Source: an optimization exercise on an open RTL-to-GDS flow (aim: small area and a short achievable clock period). Production flows keep margins and buffers that such runs may drop. Function was checked by simulation only, so behaviour that the tests miss may differ from the original. Power figures rest on the tool's default switching activity, not on a simulated workload.

**design/flow/design.v**
```verilog
module dff_mux #(
	parameter size = 18 ,
	parameter pipeline = 0 ,
	parameter RSTTYPE = "SYNC" 
	)(
	input[size - 1 : 0]  in,
	input clk ,
	input EN ,
	input rst ,
	output reg[size - 1 : 0] out 
	);
	generate
	if(pipeline)begin
		if(RSTTYPE == "SYNC")  begin
			always @(posedge clk ) begin
				if (rst) begin		
					out <= 0;
				end
				else begin
					if(EN) begin
                        out <= in; 
                    end
				end
			end
		end
		else begin
			always @(posedge clk or posedge rst) begin
				if (rst) begin
					out <= 0;
				end
				else begin
					if(EN) begin
                        out <= in; 
                    end
				end
			end
		end
	end
	else always@(in) out = in;
endgenerate
endmodule
module PortA(input[17:0] A,
			 input CLK,
			 input CEA,
			 input RSTA,
			 output[17:0] outA1);
wire[17:0] outA0;
dff_mux #(.size(18),.pipeline(0)) A0REG(.in(A),.clk(CLK),.EN(CEA),.rst(RSTA),.out(outA0));
dff_mux #(.size(18),.pipeline(1)) A1REG(.in(outA0),.clk(CLK),.EN(CEA),.rst(RSTA),.out(outA1));
endmodule
module PortB_D#(parameter B_INPUT = "DIRECT")
			   (input[17:0] B,
			   input[17:0] D,
			   input[17:0] BCIN,
			   input OPMODE4,
			   input OPMODE6,
			   input CLK,
			   input CEB,
			   input CED,
			   input RSTB,
			   input RSTD,
			   output[17:0] outB1);
wire[17:0] outD;
wire[17:0] outB0;
wire[17:0] preadderout;
wire[17:0] B1REGin;
wire[17:0] out;
generate
	if(B_INPUT == "DIRECT") dff_mux #(.size(18),.pipeline(0)) B0REG(.in(B),.clk(CLK),.EN(CEB),.rst(RSTB),.out(outB0));
	else dff_mux #(.size(18),.pipeline(0)) B0REG(.in(BCIN),.clk(CLK),.EN(CEB),.rst(RSTB),.out(outB0));
endgenerate
dff_mux #(.size(18),.pipeline(1)) DREG(.in(D),.clk(CLK),.EN(CED),.rst(RSTD),.out(outD));
assign preadderout = OPMODE6?outD-outB0:outD+outB0;
assign B1REGin = OPMODE4?preadderout:outB0;
dff_mux #(.size(18),.pipeline(1)) B1REG(.in(B1REGin),.clk(CLK),.EN(CEB),.rst(RSTB),.out(out));
assign outB1 = out;
endmodule
module PortM(input[17:0] A,
			 input[17:0] B,
			 input[17:0] D,
			 input[17:0] BCIN,
			 input CLK,
			 input CEM,
			 input RSTM,
			 input OPMODE4,
			 input OPMODE6,
			 input CEB,
			 input CED,
			 input RSTB,
			 input RSTD,
			 input CEA,
			 input RSTA,
			 output[17:0] BCOUT,		 
			 output[35:0] xmux);
wire[17:0] outB1;
wire [17:0] outA1;
wire [35:0] MREGin;
wire [35:0] MREGout;
PortB_D Minput1(.B(B),.D(D),.BCIN(BCIN),.CLK(CLK),.CEB(CEB),.CED(CED),.RSTB(RSTB),.RSTD(RSTD),
			    .OPMODE4(OPMODE4),.OPMODE6(OPMODE6),.outB1(outB1));
assign BCOUT = outB1;
PortA Minput2(.A(A),.CLK(CLK),.CEA(CEA),.RSTA(RSTA),.outA1(outA1));
assign MREGin = outA1*outB1;
dff_mux #(.size(36),.pipeline(1)) mREG(.in(MREGin),.clk(CLK),.EN(CEM),.rst(RSTM),.out(MREGout));
assign xmux = MREGout;
endmodule
module PortC(input[47:0] C,
			 input CLK,
			 input CEC,
			 input RSTC,
			 output[47:0] outC);
dff_mux #(.size(48),.pipeline(1)) CREG(.in(C),.clk(CLK),.EN(CEC),.rst(RSTC),.out(outC));
endmodule
module PortP(input[47:0] Postaddsub,
			 input CLK,
			 input CEP,
			 input RSTP,
			 output[47:0] outP);
dff_mux #(.size(48),.pipeline(1)) PREG(.in(Postaddsub),.clk(CLK),.EN(CEP),.rst(RSTP),.out(outP));
endmodule
module Carryin #(parameter CARRYINSEL = "OPMODE5")
			    (input CARRYIN,
			    input OPMODE5,
			    input CLK,
			    input CECARRYIN,
			    input RSTCARRYIN,
			    output CIN);
generate
	if(CARRYINSEL == "OPMODE5") dff_mux #(.size(1),.pipeline(1)) CARRYINREG(.in(OPMODE5),.clk(CLK),.EN(CECARRYIN),.rst(RSTCARRYIN),.out(CIN));
	else dff_mux #(.size(1),.pipeline(1)) CARRYINREG(.in(CARRYIN),.clk(CLK),.EN(CECARRYIN),.rst(RSTCARRYIN),.out(CIN));
endgenerate
endmodule
module PortOPMODE(input[7:0] OPMODE,
			 input CLK,
			 input CEOPMODE,
			 input RSTOPMODE,
			 output[7:0] opmodeout);
dff_mux #(.size(8),.pipeline(1)) OPMODEREG(.in(OPMODE),.clk(CLK),.EN(CEOPMODE),.rst(RSTOPMODE),.out(opmodeout));
endmodule
module DSP(input[17:0] A,input[17:0] B,input[47:0] C,input[17:0] D,
			   input CLK,input CARRYIN,
			   input[7:0] OPMODE,
			   input[17:0] BCIN,
			   input RSTA,input RSTB,input RSTM,input RSTP,input RSTC,input RSTD,input RSTCARRYIN,input RSTOPMODE,
			   input CEA,input CEB,input CEM,input CEP,input CEC,input CED,input CECARRYIN,input CEOPMODE,
			   input[47:0] PCIN,
			   output [17:0] BCOUT,output [47:0] PCOUT,output [47:0] P,output[35:0] M,
			   output CARRYOUT,output CARRYOUTF 
			  );
wire[35:0] xmuxin;
wire[17:0] BOUT;
wire CIN;
wire[7:0] opmodeout;
wire[47:0] outC;
wire[47:0] xmuxout;
wire[47:0] zmuxout;
wire[47:0] outP;
wire[47:0] inP;
wire CYOout;
PortOPMODE OPMODEREG(.OPMODE(OPMODE),.CLK(CLK),.CEOPMODE(CEOPMODE),.RSTOPMODE(RSTOPMODE),.opmodeout(opmodeout));
PortC CREG(.C(C),.CLK(CLK),.CEC(CEC),.RSTC(RSTC),.outC(outC));
PortM MREG(.A(A),.B(B),.D(D),.BCIN(BCIN),.CLK(CLK),
			.OPMODE4(opmodeout[4]),.OPMODE6(opmodeout[6]),.RSTA(RSTA),
			.RSTB(RSTB),.RSTD(RSTD),.RSTM(RSTM),.CEA(CEA),.BCOUT(BOUT),
			.CEB(CEB),.CED(CED),.CEM(CEM),.xmux(xmuxin));
assign M = xmuxin;
assign BCOUT = BOUT;
Carryin CYI(.CARRYIN(CARRYIN),.OPMODE5(opmodeout[5]),.CLK(CLK),.CECARRYIN(CECARRYIN),.RSTCARRYIN(RSTCARRYIN),.CIN(CIN));
PortP PREG(.Postaddsub(inP),.CLK(CLK),.CEP(CEP),.RSTP(RSTP),.outP(outP));
assign P = outP ;
assign xmuxout = (opmodeout[1:0]==0)?0:(opmodeout[1:0]==1)?xmuxin:(opmodeout[1:0]==2)?outP:{D[11:0],A,B};
assign zmuxout = (opmodeout[3:2]==0)?0:(opmodeout[3:2]==1)?PCIN:(opmodeout[3:2]==2)?outP:outC;
assign inP = opmodeout[7]?zmuxout-(xmuxout+CIN):zmuxout+xmuxout+CIN;
assign PCOUT = outP;
dff_mux #(.size(1),.pipeline(1)) CYO(.in(outP[47]),.clk(CLK),.EN(1'b1),.rst(1'b0),.out(CYOout));
assign CARRYOUT = CYOout ;
assign CARRYOUTF = CYOout ;
endmodule
```
**design/flow/run.sh**
```bash
#!/bin/bash
# synth_recipe.tcl (not shown) runs the flow's synth.tcl, then flattens the netlist and writes it again
# the make line also repeats each setting of config.mk as NAME=value (left out here)
make -C /OpenROAD-flow-scripts/flow DESIGN_CONFIG=/design/flow/config.mk WORK_HOME=/design/flow/orfs CLKGATE_MAP_FILE= SYNTH_SCRIPT=/design/flow/synth_recipe.tcl finish
```
**design/flow/config.mk**
```make
export PLATFORM = sky130hd
export DESIGN_NAME = DSP
export DESIGN_NICKNAME = DSP
export VERILOG_FILES = /design/flow/design.v
export SDC_FILE = /design/flow/constraint.sdc
export NUM_CORES = 4
export LEC_CHECK = 0
export CAP_MARGIN = 20
export CORE_MARGIN = 2
export CORE_UTILIZATION = 40
export PLACE_DENSITY = 0.6
export SLEW_MARGIN = 20
```
**design/flow/constraint.sdc**
```tcl
create_clock -name core_clock -period 6.4 [get_ports {CLK}]
set_input_delay 1.2800 -clock core_clock [delete_from_list [all_inputs] [get_ports {CLK}]]
set_output_delay 1.2800 -clock core_clock [all_outputs]
set_load 0.01 [all_outputs]
```
==> flow_results.org <==
** Run status
- Run status :: complete, no violations

** Timing
- Setup repair after global routing left no endpoint under its margin.
- Headroom to the max-slew limit :: 28.2%
- At the pin with the least slew margin, the transition time is approximately 1.1 ns.
- Period Utilization, post-route :: between 90% and 100%
- The tightest hold path in the finished design has a slack of between 0.4 and 0.5 ns.
- Accumulated negative setup slack :: 0 ns
- Endpoints failing setup :: 0
- Time the worst path needs with I/O delays and setup :: just over 6 ns
- Between clock sinks in the finished design, the worst skew comes to about 0.024 ns.
- Max frequency :: roughly 160 MHz
- Endpoints failing hold :: 0
- The final number of max-transition violations is 0.

** Clocking
- The H-tree was split into 4 levels.
- The root buffer cell chosen for the clock tree is clkbuf_16.
- Clock net sink count :: around 200
- CTS tree :: done
- Count of buffers added by post-CTS timing repair for setup :: 0
- Buffers inserted to repair hold after CTS numbered 0.
- Clock latency on the worst-skew pair :: 0.52 ns
- Clock Pin Slew Worst Setup and Hold Paths :: about 0.080 ns
- Counting the buffers created by CTS gives 17.
- Clock Path Buffers :: 2

** Routing
- The first TritonRoute pass finished after 5 iterations.
- Drc violations :: 0
- Final wirelength :: around 93,000 um
- Total vias in the final route :: roughly 24,000
- Dividing the detail-routed via count by the number of cells gives around 5.4.
- The first routing iteration left around 1,800 violations.
- Antenna Nets Post-Route :: 0
- Avg WL per Cell :: between 20 and 25 um

** Floorplanning
- Boundary Pins :: approximately 350
- Floorplan Core Area :: approximately 0.07 mm2
- Die ar. :: 0.0710 mm2
- Row count :: 96
- Chip height :: approximately 270 um
- Die outline width :: 266 um
- The initial utilization of the core area, before any placement, comes to between 40% and 50%.

** Pwr
- In this run the power density over the cells is 173 mW/mm2.
- Across the VDD grid, the largest voltage drop is 0.000208 V.
- For this design the static power due to leakage is around 15 nW.

** Layout
- Relative to the synthesized area, the layout overhead comes to 18.2%.
- Fill cells in the final layout number ~6,700.
- Leading cell type in the layout, fill and taps excluded :: inv_1
- The net count of the finished layout is approximately 4,300.
- Area of the multi-input gates :: 0.0208 mm2
- Layout cells sized above 1 :: around 9.0%
- Summing all flip-flop and latch instances after layout gives between 0.003 and 0.004 mm2.
- Commonest non-fill, non-tap cells in the layout :: 467 x inv_1, 319 x clkdlybuf4s50_1, 290 x nand2_1

** Setup path
- Worst Setup Start Kind :: flip-flop
- Crit path max fanout :: 15
- CP max stage cell :: fa_1
- Crit path cell chain :: buf_12, and2_1, fa_1, inv_1, fa_1, fa_1, inv_1, fa_1, fa_1, inv_1, fa_1, inv_1, ha_1, a21o_1, a21o_1, a211oi_1, o31a_1, o311a_4, nor3b_1, o31ai_2, mux2i_1, o311ai_0
- Data arrival time of the critical path :: about 6.5 ns
- Crit. End Element :: flip-flop
- CP Class :: reg -> reg
- Cell mode on critical path :: fa_1
- For this run, the slowest stage of the critical path takes between 0.5 and 0.6 ns.
- At the worst endpoint, the required time is 6.76 ns.

** Synthesis
- Synthesized Nets :: 4,051
- Yosys warning total :: 6
- The synthesized design contains 196 register bits.
- For this run, asynchronously set or reset flops after synthesis account for 0%.
- Proportion of synthesized chip area in sequential cells :: between 10 and 15%
- Most used DFF post-synth :: dfxtp_1
- In this run the cell area of the synthesized design comes to 0.0276 mm2.
- Avg Inst Size Synth :: approximately 8.3 um2
- Number of synthesized flops with an enable pin :: 0
- Synthesis produced a netlist whose cell count is between 3,000 and 4,000.
- Cell variety after synth :: between 90 and 100

** Placement
- Routability-driven placement finished with a final weighted congestion of around 0.93.
- DPL Wire Length :: 75,600 um
- Count of buffers from port buffering :: about 330

** Global route
- Overall routing resource usage :: between 20 and 30%
- The number of global-route vias before repair is around 24,000.
- Leftover overflow at the end of global routing :: 0
- Global-route wire length before repair :: ~140,000 um
- Number of antenna violations at the first check in global routing :: 3
- Entering global routing, the biggest net connects 64 pins.

** Run
- Number of max-capacitance violations reported :: 0

** Hold path
- Class of the tightest hold or removal check :: reg -> reg
-- critical path: cells and delay by family, from the launching register on --
| family | cells | cell delay, ns |
|---|---|---|
| muxes | 1 | 0.22 |
| adders and majority gates | 7 | 3.23 |
| AOI/OAI and AO/OA | 7 | 1.55 |
| and+or+nand+nor | 2 | 0.27 |
| buffers and inverters | 5 | 0.36 |
| DFF | 1 | 0.34 |
-- per-stage QoR --
stage	std cells	utilization [%]	power (mW)	cell area [um2]	worst slack (ns)
finish	4477	47.7	5.65	32600	0.302
CTS	4475	47.6	5.67	32500	0.0430
detailed placement	4443	46.7	4.47	31900	0.0122
global route	4476	47.7	6.04	32600	0.00192
floorplan	3332	-	3.41	27600	0.259
global placement	4443	46.7	4.45	31900	0.0473
-- cells in the mapped netlist, drive strengths merged, types with 35 or more instances --
master	count	area share [%]
nor3	38	0.69
nand3	35	0.64
fa	261	19
a22o	49	1.6
nor2	272	3.7
nand2	290	4.0
a21oi	170	3.2
buf	75	1.7
dfxtp	196	14
a21o	44	1.2
xnor2	100	3.2
and2	145	3.3
mux2	83	3.4
clkbuf	153	2.1
ha	264	12
mux2i	154	5.6
a211oi	48	1.4
o21ai	100	1.9
a22oi	38	1.0
inv	470	6.4
xor2	37	1.2
nor2b	46	1.0
-- repair_timing --
item | CTS | global route
endpoints found under the setup margin | 3 | 11
gates resized for setup | 2 | 25
pin swaps | 0 | 3
-- metal layers --
metal  track usage, %  vias up  routed length [um]
met5                0        -                   0
met4             7.29        0                2290
met3             3.28       94                5300
met2             43.4      725               44000
met1             35.0    11838               41200
li1                 -    11472                   -
-- final cells by class --
type,count,area share [%]
multi-input combinational,2434,64.0
timing repair buffer,457,13.2
sequential,196,12.2
inverter,474,5.46
tap,882,3.39
clock buffer,19,1.36
clock inverter,13,0.438
antenna,2,0.0154
-- final timing paths --
kind	start	to	slack, ns	cells past startpoint
setup / recovery	MREG.Minput2.A1REG.out[8]	MREG.mREG.out[29]	0.30	22
hold reg to reg	PREG.PREG.out[47]	CYO.out	0.47	0
hold / removal	PREG.PREG.out[47]	CYO.out	0.47	0
setup reg to reg	MREG.Minput2.A1REG.out[8]	MREG.mREG.out[29]	0.30	22
-- cell families (layout without fill, tap and decap cells) --
group	Yosys count	in the layout	synth area share (%)
buf+inv	702	963	10.3
fa+ha+maj	525	525	30.9
xor+xnor	137	137	4.35
flops	196	196	14.2
simple gates	920	920	15.7
other cells	0	2	0
compound gates	615	615	15.5
mux	237	237	8.99
-- sequential cells by signal (all words and copies together) (netlist names) --
signal,cells
CYI.genblk1.CARRYINREG.out,1
CYO.out,1
MREG.Minput2.A1REG.out,18
OPMODEREG.OPMODEREG.out,8
CREG.CREG.out,48
MREG.Minput1.DREG.out,18
PREG.PREG.out,48
MREG.mREG.out,36
MREG.Minput1.B1REG.out,18
-- power by group --
group | total, mW | internal, mW | switching, mW
clock | 1.17 | 0.561 | 0.612
combinational | 2.98 | 1.33 | 1.64
sequential | 1.50 | 1.33 | 0.172

afterwards: timing with drivers on the ports:
In the flow no input, the clock included, has a driving cell. The finished layout below was timed again as built, in two steps.
Step 1 (the two cells are an assumption about what drives the block):
set clk [get_ports {CLK}]
set_driving_cell -lib_cell sky130_fd_sc_hd__clkbuf_16 $clk
set_driving_cell -lib_cell sky130_fd_sc_hd__buf_2 [delete_from_list [all_inputs] $clk]
Step 2 adds t to the input delays and takes it off the output delays; t is the mean of the earliest and latest rising clock arrival at the registers after step 1. Input paths then give back, and output paths get back, about the clock's delay inside the block.
Three values: ideal ports, drivers, drivers and shift; two values: the first two.
shift t [ns]: 0.567
slack for setup (ns): 0.302 / 0.302 / 0.302
worst data-port slew with drivers (ns): 0.08
After both steps this run still meets setup and hold. For this run, drivers alone change the setup slack by 0.000 ns; drivers and shift together by 0.000 ns.
